This design comes from an exercise in tuning for small area on the open sky130 flow, not from production work.
In this exercise RTL edits were held to simulation tests only and were not proved equivalent to the original.
Power figures rest on the tool's default switching activity, not on a simulated workload.

// Guess
module Guess(clk, rst, in, seg_out, led_out);
	input clk;
	input rst;
	input[0:12] in;
	output[0:31] seg_out;
	output reg[0:9] led_out;
	localparam S_INIT0 = 3'd0, S_INITC = 3'd1, S_INPUT = 3'd2, S_SHOW = 3'd3, S_WIN = 3'd4, S_LOSE = 3'd5;
	localparam K_TITLE = 3'd0, K_GUESS = 3'd1, K_RES = 3'd2, K_F05E = 3'd3, K_ANS = 3'd4;
	wire tick_1, tick_rnd, tick_display;
	wire[7:0] rnd;
	reg odd;
	always@(posedge clk)
		odd <= ~rst & ~odd;
	clock_ #(8, 8'hb8, 8'h4f) u_clk_1(clk, rst, odd, tick_1);
	clock_ #(4, 4'hc, 4'ha) u_clk_rnd(clk, rst, odd, tick_rnd);
	clock_ #(5, 5'h14, 5'h10) u_clk_display(clk, rst, odd, tick_display);
	randGen u_rand(clk, rst, tick_rnd, rnd, rstart);
	reg[2:0] state, kind;
	reg[3:0] hp_v;
	reg[7:0] ans;
	reg[15:0] guess_num;
	reg[1:0] sel_num;
	wire init = (state == S_INIT0) || (state == S_INITC);
	reg l_rst, l_mode, l_b10, l_b11, l_b12;
	wire rstart;
	reg rs;
	always@(posedge clk)
		if(rstart)
			rs <= 1;
		else if(tick_1)
			rs <= 0;
	wire[2:0] r_ph = rnd[7:5], r_c5 = rnd[4:2];
	wire[1:0] r_c4 = rnd[1:0];
	wire[7:0] l_rnd = !rs ? rnd :
		(r_ph == 0) ? {3'd5, (r_c5 == 0) ? 3'd4 : r_c5 - 3'd1, r_c4 - 2'd1} :
		{r_ph - 3'd1, r_c5, r_c4};
	wire[15:0] ans_v;
	ansval u_ans(ans, ans_v);
	wire[2:0] A, B;
	wire all4;
	checker_ u_check(clk, tick_display & l_rst, ans_v, guess_num, A, B, all4);
	reg[2:0] n_state, n_kind;
	reg[3:0] n_hp_v;
	reg[7:0] n_ans;
	reg[15:0] n_guess_num;
	reg[1:0] n_sel_num;
	always@(*) begin
		n_state = state;
		n_kind = kind;
		n_hp_v = hp_v;
		n_ans = ans;
		n_guess_num = guess_num;
		n_sel_num = sel_num;
		if(l_rst) begin
			n_state = S_INIT0;
			n_kind = K_TITLE;
			n_hp_v = 10;
			n_ans = 8'hc0;
			n_guess_num = 0;
			n_sel_num = 0;
		end
		else if(~l_mode) begin
			case(state)
				S_INIT0, S_INITC: begin
					n_hp_v = 10;
					n_ans = l_rnd;
					n_sel_num = 0;
					n_kind = K_TITLE;
					n_guess_num = 0;
					if((state == S_INITC && guess_num[3:0] == 15) || l_b11)
						n_state = S_INPUT;
					else begin
						n_state = S_INITC;
						n_guess_num[3:0] = (state == S_INITC) ? guess_num[3:0] + 4'd1 : 4'd1;
					end
				end
				S_INPUT: begin
  ...
Size: ~580 cells after synthesis, roughly 0.0050 mm2 of cells after synthesis.
Settings: LEC_CHECK=0, ABC_AREA=1, CAP_MARGIN=20, CORE_MARGIN=2, CORE_UTILIZATION=70, SLEW_MARGIN=20; clock period 20.0 ns.
standard.sh (not shown) runs the stock make flow with config.mk's settings and CLKGATE_MAP_FILE= SYNTH_SCRIPT=/design/flow/synth_recipe.tcl, a recipe that flattens the netlist after the stock synthesis.
==> flow/flow/run.sh <==
#!/bin/bash
# Own flow: the standard synthesis, then the combinational logic re-mapped
# with a stronger ABC script (flip-flops untouched), then the standard
# layout, with port buffers of the smallest buffer cell.
set -euo pipefail
W=$(pwd)
F=$W/flow
R=$W/orfs/results/$FLOW_PLATFORM/Guess/base
LIB=$FLOW_HOME/platforms/$FLOW_PLATFORM/lib/sky130_fd_sc_hd__tt_025C_1v80.lib
bash standard.sh synth > $W/synth_standard.log 2>&1
cp $R/1_2_yosys.v $W/1_2_yosys_standard.v
python3 $F/cellmap.py $LIB $W/1_2_yosys_standard.v $W/cellmap.v > $W/cellmap.log 2>&1
LIB=$LIB NET=$W/1_2_yosys_standard.v TOP=$FLOW_TOP MAPV=$W/cellmap.v \
  ABCSCRIPT=$F/abc.script DONTUSE="$(cat $F/dontuse.txt)" STAT=$W/remap_stat.txt \
  OUTV=$W/1_2_yosys_remapped.v yosys -c $F/remap.tcl > $W/remap.log 2>&1
cp $W/1_2_yosys_remapped.v $R/1_2_yosys.v
bash standard.sh "BUFFER_PORTS_ARGS=-buffer_cell sky130_fd_sc_hd__buf_1" "CTS_ARGS=-sink_clustering_enable -repair_clock_nets -buf_list sky130_fd_sc_hd__clkbuf_8 -root_buf sky130_fd_sc_hd__clkbuf_8 -dont_use_dummy_load" finish > $W/layout.log 2>&1
Other scripts of this flow, unchanged in this note and not shown: flow/flow/abc.script, flow/flow/cellmap.py, flow/flow/dontuse.txt, flow/flow/remap.tcl
Then changed:
--- a/flow/design.v
+++ b/flow/design.v
@@ -119,19 +119,19 @@
 	assign A = x[3] + x[2] + x[1] + x[0];
 	assign B = y[3] + y[2] + y[1] + y[0];
 	assign all4 = &x;
 endmodule
 module ansval(n, v);
 	input[7:0] n;
 	output reg[15:0] v;
 	wire[2:0] ph = n[7:5], c5 = n[4:2];
 	wire[1:0] c4 = n[1:0];
-	wire[4:0] o5 = {c5[2], c5[1] & c5[0], c5[1] & ~c5[0], ~c5[1] & c5[0], ~(c5[2] | c5[1] | c5[0])};
+	wire[4:0] o5 = 5'b1 << c5;
 	wire[1:0] c4_0 = c4 + 2'd0;
 	wire[3:0] w4_0 = {c4_0 == 2, ~c4_0[1], c4_0[0], 1'b1};
 	wire[1:0] c4_1 = c4 + 2'd1;
 	wire[3:0] w4_1 = {c4_1 == 2, ~c4_1[1], c4_1[0], 1'b1};
 	wire[1:0] c4_2 = c4 + 2'd2;
 	wire[3:0] w4_2 = {c4_2 == 2, ~c4_2[1], c4_2[0], 1'b1};
 	wire[1:0] c4_3 = c4 + 2'd3;
 	wire[3:0] w4_3 = {c4_3 == 2, ~c4_3[1], c4_3[0], 1'b1};
 	always@(*) begin
@@ -178,19 +178,19 @@
 			c5 <= 4;
 			c4 <= 3;
 			i <= 1;
 		end
 		else if(en) begin
 			if(i == 0) begin
 				ph <= nph;
 				i <= nph + 3'd2;
 				if(nph == 0) begin
-					c5 <= c5[2] ? 3'd0 : c5 + 3'd1;   
+					c5 <= (c5 == 4) ? 3'd0 : c5 + 3'd1;
 					c4 <= c4 + 2'd1;
 				end
 			end
 			else
 				i <= i - 3'd1;
 		end
 	end
 endmodule
 module Guess(clk, rst, in, seg_out, led_out);
@@ -276,19 +276,19 @@
 							1: n_guess_num[11:8] = inc10(guess_num[11:8]);
 							2: n_guess_num[7:4] = inc10(guess_num[7:4]);
 							3: n_guess_num[3:0] = inc10(guess_num[3:0]);
 						endcase
 					if(l_b11)
 						n_sel_num = sel_num + 2'd1;
 					if(l_b12) begin
 						n_state = S_SHOW;
 						if(!all4) begin
-							if(hp_v[3:1] == 0)   
+							if(hp_v == 1)
 								n_state = S_LOSE;
 							n_hp_v = hp_v - 1;
 						end
 						else
 							n_state = S_WIN;
 					end
 					n_kind = K_GUESS;
 				end
 				S_SHOW: begin
@@ -306,19 +306,19 @@
 						n_state = S_INIT0;
 				end
 				default: begin
 				end
 			endcase
 		end
 		else begin
 			if(l_b10 && !init)
 				n_state = S_INIT0;
-			if(l_b11 && !(hp_v[3] & hp_v[1]))   
+			if(l_b11 && hp_v < 10)
 				n_hp_v = hp_v + 1;
 			if(l_b12)
 				n_kind = K_ANS;
 		end
 	end
 	function[3:0] inc10;
 		input[3:0] g;
 		inc10 = {g[3] & ~g[0] | g[2] & g[1] & g[0], g[2] ^ (g[1] & g[0]), ~g[3] & (g[1] ^ g[0]), ~g[0]};
 	endfunction
@@ -349,20 +349,19 @@
 		end
 		else if(tick_display) begin
 			l_rst <= 0;
 			l_mode <= 1;
 			l_b10 <= 0;
 			l_b11 <= 0;
 			l_b12 <= 0;
 		end
 	end
-	wire[9:0] hp = {n_hp_v[3] & n_hp_v[1], n_hp_v[3] & (n_hp_v[1] | n_hp_v[0]), n_hp_v > 7, n_hp_v > 6, n_hp_v > 5,
-		n_hp_v > 4, n_hp_v > 3, n_hp_v > 2, n_hp_v > 1, n_hp_v != 0};
+	wire[9:0] hp = (10'd1 << n_hp_v) - 10'd1;
 	always@(posedge clk) begin
 		if(tick_display) begin
 			if(n_state == S_WIN)
 				led_out <= {led_out[1:9], led_out[0]};
 			else
 				led_out <= hp;
 		end
 	end
 	reg[15:0] val;
Result:
- The changed run finished with timing, DRC and antenna clean
- wire length rises by a few percent
- via count stays flat
- die area climbs slightly
- power came out lower by a little under a tenth
- utilization decreases by 2.1 points

========
Another version of the RTL of Guess (not shown whole).
For scale: ~0.0052 mm2 of cells after synthesis.
==> module randGen, before the edit <==
module randGen(clk, rst, en, n, rstart);
	input clk, rst, en;
	output[7:0] n;
	output rstart;   
	reg[2:0] ph, c5, i;
	reg[1:0] c4;
	wire[2:0] nph = (ph == 5) ? 3'd0 : ph + 3'd1;
	assign n = {ph, c5, c4};
	assign rstart = en & ~rst & (i == 0);
	always@(posedge clk) begin
		if(rst) begin
			ph <= 6;
			c5 <= 4;
			c4 <= 3;
			i <= 1;
		end
		else if(en) begin
			if(i == 0) begin
				ph <= nph;
				i <= nph + 3'd2;
				if(nph == 0) begin
					c5 <= (c5 == 4) ? 3'd0 : c5 + 3'd1;
					c4 <= c4 + 2'd1;
				end
			end
			else
				i <= i - 3'd1;
		end
	end
endmodule
==> module Guess, before the edit <==
module Guess(clk, rst, in, seg_out, led_out);
	input clk;
	input rst;
	input[0:12] in;
	output[0:31] seg_out;
	output reg[0:9] led_out;
	localparam S_INIT0 = 3'd0, S_INITC = 3'd1, S_INPUT = 3'd2, S_SHOW = 3'd3, S_WIN = 3'd4, S_LOSE = 3'd5;
	localparam K_TITLE = 3'd0, K_GUESS = 3'd1, K_RES = 3'd2, K_F05E = 3'd3, K_ANS = 3'd4;
	wire tick_1, tick_rnd, tick_display;
	wire[7:0] rnd;
	reg odd;
	always@(posedge clk)
		odd <= ~rst & ~odd;
	clock_ #(8, 8'hb8, 8'h4f) u_clk_1(clk, rst, odd, tick_1);
	clock_ #(4, 4'hc, 4'ha) u_clk_rnd(clk, rst, odd, tick_rnd);
	clock_ #(5, 5'h14, 5'h10) u_clk_display(clk, rst, odd, tick_display);
	randGen u_rand(clk, rst, tick_rnd, rnd, rstart);
	reg[2:0] state, kind;
	reg[3:0] hp_v;
	reg[7:0] ans;
	reg[15:0] guess_num;
	reg[1:0] sel_num;
	wire init = (state == S_INIT0) || (state == S_INITC);
	reg l_rst, l_mode, l_b10, l_b11, l_b12;
	wire rstart;
	reg rs;
	always@(posedge clk)
		if(rstart)
			rs <= 1;
		else if(tick_1)
			rs <= 0;
	wire[2:0] r_ph = rnd[7:5], r_c5 = rnd[4:2];
	wire[1:0] r_c4 = rnd[1:0];
	wire[7:0] l_rnd = !rs ? rnd :
		(r_ph == 0) ? {3'd5, (r_c5 == 0) ? 3'd4 : r_c5 - 3'd1, r_c4 - 2'd1} :
		{r_ph - 3'd1, r_c5, r_c4};
	wire[15:0] ans_v;
	ansval u_ans(ans, ans_v);
	wire[2:0] A, B;
	wire all4;
	checker_ u_check(clk, tick_display & l_rst, ans_v, guess_num, A, B, all4);
	reg[2:0] n_state, n_kind;
	reg[3:0] n_hp_v;
	reg[7:0] n_ans;
	reg[15:0] n_guess_num;
	reg[1:0] n_sel_num;
	always@(*) begin
		n_state = state;
		n_kind = kind;
		n_hp_v = hp_v;
		n_ans = ans;
		n_guess_num = guess_num;
		n_sel_num = sel_num;
		if(l_rst) begin
			n_state = S_INIT0;
			n_kind = K_TITLE;
			n_hp_v = 10;
			n_ans = 8'hc0;
			n_guess_num = 0;
			n_sel_num = 0;
		end
		else if(~l_mode) begin
			case(state)
				S_INIT0, S_INITC: begin
					n_hp_v = 10;
					n_ans = l_rnd;
					n_sel_num = 0;
					n_kind = K_TITLE;
					n_guess_num = 0;
					if((state == S_INITC && guess_num[3:0] == 15) || l_b11)
						n_state = S_INPUT;
					else begin
						n_state = S_INITC;
						n_guess_num[3:0] = (state == S_INITC) ? guess_num[3:0] + 4'd1 : 4'd1;
					end
				end
				S_INPUT: begin
					if(l_b10)
						case(sel_num)
							0: n_guess_num[15:12] = (guess_num[15:12] == 9) ? 4'd0 : guess_num[15:12] + 4'd1;
							1: n_guess_num[11:8] = (guess_num[11:8] == 9) ? 4'd0 : guess_num[11:8] + 4'd1;
							2: n_guess_num[7:4] = (guess_num[7:4] == 9) ? 4'd0 : guess_num[7:4] + 4'd1;
							3: n_guess_num[3:0] = (guess_num[3:0] == 9) ? 4'd0 : guess_num[3:0] + 4'd1;
						endcase
					if(l_b11)
						n_sel_num = sel_num + 2'd1;
					if(l_b12) begin
						n_state = S_SHOW;
						if(!all4) begin
							if(hp_v == 1)
								n_state = S_LOSE;
							n_hp_v = hp_v - 1;
						end
						else
							n_state = S_WIN;
					end
					n_kind = K_GUESS;
				end
				S_SHOW: begin
					n_kind = K_RES;
					if(l_b11)
						n_state = S_INPUT;
				end
				S_WIN: begin
					if(l_b11)
						n_state = S_INIT0;
				end
				S_LOSE: begin
					n_kind = l_b10 ? K_ANS : K_F05E;
					if(l_b11)
						n_state = S_INIT0;
				end
				default: begin
				end
			endcase
		end
		else begin
			if(l_b10 && !init)
				n_state = S_INIT0;
			if(l_b11 && hp_v < 10)
				n_hp_v = hp_v + 1;
			if(l_b12)
				n_kind = K_ANS;
		end
	end
	always@(posedge clk) begin
		if(tick_display) begin
			state <= n_state;
			kind <= n_kind;
			hp_v <= n_hp_v;
			ans <= n_ans;
			guess_num <= n_guess_num;
			sel_num <= n_sel_num;
		end
	end
	always@(posedge clk) begin
		if(rst) begin
			l_rst <= 1;
			l_mode <= 1;
			l_b10 <= 0;
			l_b11 <= 0;
			l_b12 <= 0;
		end
		else if(tick_1) begin
			l_rst <= 0;
			l_mode <= in[9];
			l_b10 <= ~in[10];
			l_b11 <= ~in[11];
			l_b12 <= ~in[12];
		end
		else if(tick_display) begin
			l_rst <= 0;
			l_mode <= 1;
			l_b10 <= 0;
			l_b11 <= 0;
			l_b12 <= 0;
		end
	end
	wire[9:0] hp = (10'd1 << n_hp_v) - 10'd1;
	always@(posedge clk) begin
		if(tick_display) begin
			if(n_state == S_WIN)
				led_out <= {led_out[1:9], led_out[0]};
			else
				led_out <= hp;
		end
	end
	reg[15:0] val;
	always@(*) begin
		case(kind)
			K_TITLE: val = 16'h1a2b;
			K_GUESS: val = guess_num;
			K_RES: val = {1'b0, A, 4'ha, 1'b0, B, 4'hb};
			K_F05E: val = 16'hf05e;
			default: val = ans_v;
		endcase
	end
	BCD_to_seg u_seg0(val[15:12], seg_out[0:7], sel_num != 0);
	BCD_to_seg u_seg1(val[11:8], seg_out[8:15], sel_num != 1);
	BCD_to_seg u_seg2(val[7:4], seg_out[16:23], sel_num != 2);
	BCD_to_seg u_seg3(val[3:0], seg_out[24:31], sel_num != 3);
endmodule
Settings: LEC_CHECK=0, ABC_AREA=1, CAP_MARGIN=20, CORE_MARGIN=2, CORE_UTILIZATION=70, SLEW_MARGIN=20; clock period 20.0 ns.
Scripts as last shown in full above: flow/flow/run.sh
Other scripts of this flow, unchanged in this note and not shown: flow/flow/abc.script, flow/flow/cellmap.py, flow/flow/dontuse.txt, flow/flow/remap.tcl
Next try:
--- a/flow/design.v
+++ b/flow/design.v
@@ -86,17 +86,15 @@
 		else
 			s <= wrap ? {{(W-1){1'b1}}, 1'b0} : {s[W-2:0], fb};
 	end
 endmodule
-module randGen(clk, rst, en, n, rstart);
+module randGen(clk, rst, en, n);
 	input clk, rst, en;
 	output[7:0] n;
-	output rstart;   
 	reg[2:0] ph, c5, i;
 	reg[1:0] c4;
 	wire[2:0] nph = (ph == 5) ? 3'd0 : ph + 3'd1;
 	assign n = {ph, c5, c4};
-	assign rstart = en & ~rst & (i == 0);
 	always@(posedge clk) begin
 		if(rst) begin
 			ph <= 6;
 			c5 <= 4;
@@ -132,28 +130,19 @@
 		odd <= ~rst & ~odd;
 	clock_ #(8, 8'hb8, 8'h4f) u_clk_1(clk, rst, odd, tick_1);
 	clock_ #(4, 4'hc, 4'ha) u_clk_rnd(clk, rst, odd, tick_rnd);
 	clock_ #(5, 5'h14, 5'h10) u_clk_display(clk, rst, odd, tick_display);
-	randGen u_rand(clk, rst, tick_rnd, rnd, rstart);
+	randGen u_rand(clk, rst, tick_rnd, rnd);
 	reg[2:0] state, kind;
 	reg[3:0] hp_v;
 	reg[7:0] ans;
 	reg[15:0] guess_num;
 	reg[1:0] sel_num;
 	wire init = (state == S_INIT0) || (state == S_INITC);
-	reg l_rst, l_mode, l_b10, l_b11, l_b12;
-	wire rstart;
-	reg rs;
-	always@(posedge clk)
-		if(rstart)
-			rs <= 1;
-		else if(tick_1)
-			rs <= 0;
-	wire[2:0] r_ph = rnd[7:5], r_c5 = rnd[4:2];
-	wire[1:0] r_c4 = rnd[1:0];
-	wire[7:0] l_rnd = !rs ? rnd :
-		(r_ph == 0) ? {3'd5, (r_c5 == 0) ? 3'd4 : r_c5 - 3'd1, r_c4 - 2'd1} :
-		{r_ph - 3'd1, r_c5, r_c4};
+	reg l_mode, l_b11;
+	reg[7:0] l_x;
+	wire l_rst = l_mode & l_x[7];
+	wire l_b10 = l_x[0], l_b12 = l_x[1];
 	wire[15:0] ans_v;
 	ansval u_ans(ans, ans_v);
 	wire[2:0] A, B;
 	wire all4;
@@ -181,9 +170,9 @@
 		else if(~l_mode) begin
 			case(state)
 				S_INIT0, S_INITC: begin
 					n_hp_v = 10;
-					n_ans = l_rnd;
+					n_ans = l_x;
 					n_sel_num = 0;
 					n_kind = K_TITLE;
 					n_guess_num = 0;
 					if((state == S_INITC && guess_num[3:0] == 15) || l_b11)
@@ -253,27 +242,24 @@
 		end
 	end
 	always@(posedge clk) begin
 		if(rst) begin
-			l_rst <= 1;
 			l_mode <= 1;
-			l_b10 <= 0;
 			l_b11 <= 0;
-			l_b12 <= 0;
+			l_x <= 8'h80;
 		end
 		else if(tick_1) begin
-			l_rst <= 0;
 			l_mode <= in[9];
-			l_b10 <= ~in[10];
 			l_b11 <= ~in[11];
-			l_b12 <= ~in[12];
+			if(init && !in[9])
+				l_x <= rnd;
+			else
+				l_x <= {6'd0, ~in[12], ~in[10]};
 		end
 		else if(tick_display) begin
-			l_rst <= 0;
 			l_mode <= 1;
-			l_b10 <= 0;
 			l_b11 <= 0;
-			l_b12 <= 0;
+			l_x <= 0;
 		end
 	end
 	wire[9:0] hp = (10'd1 << n_hp_v) - 10'd1;
 	always@(posedge clk) begin
Design area came out higher by 0.74%.
Synthesized cell count came out higher by 1.2%.
Worst setup slack gets better by 0.0054 ns.
Non-clock buffer count came out lower by 2.
Clock-buffer cell count does not change.
Clock skew hardly moves.
Routed wire length came out higher by 11%.
Synthesized area came out higher by 1.1%.

-- re-timing with driven ports --
How much do the figures lean on ideal ports? The routed layouts below were timed once more, with nothing changed but the port constraints.
Step 1 (the two cells are an assumption about what drives the block):
set clk [get_ports {clk}]
set_driving_cell -lib_cell sky130_fd_sc_hd__clkbuf_16 $clk
set_driving_cell -lib_cell sky130_fd_sc_hd__buf_2 [delete_from_list [all_inputs] $clk]
Step 2, shift: input delay + t, output delay - t, t = (earliest + latest rising clock arrival at the registers) / 2. This alone moves slack from input paths to output paths.
a / b / c = ideal ports / drivers / drivers and shift; a / b = the first two.
run | shift t [ns] | setup WS [ns] | hold WS [ns]
the first run of note 1 | 0.377 | 11.653 / 11.620 / 11.997 | 0.381 / 0.381 / 0.381
the second run of note 1 | 0.378 | 12.339 / 12.307 / 12.684 | 0.393 / 0.393 / 0.393
the first run of note 2 | 0.372 | 11.317 / 11.286 / 11.658 | 0.391 / 0.391 / 0.391
the second run of note 2 | 0.381 | 11.322 / 11.289 / 11.670 | 0.365 / 0.365 / 0.365
After both steps setup and hold are still met in every run listed.
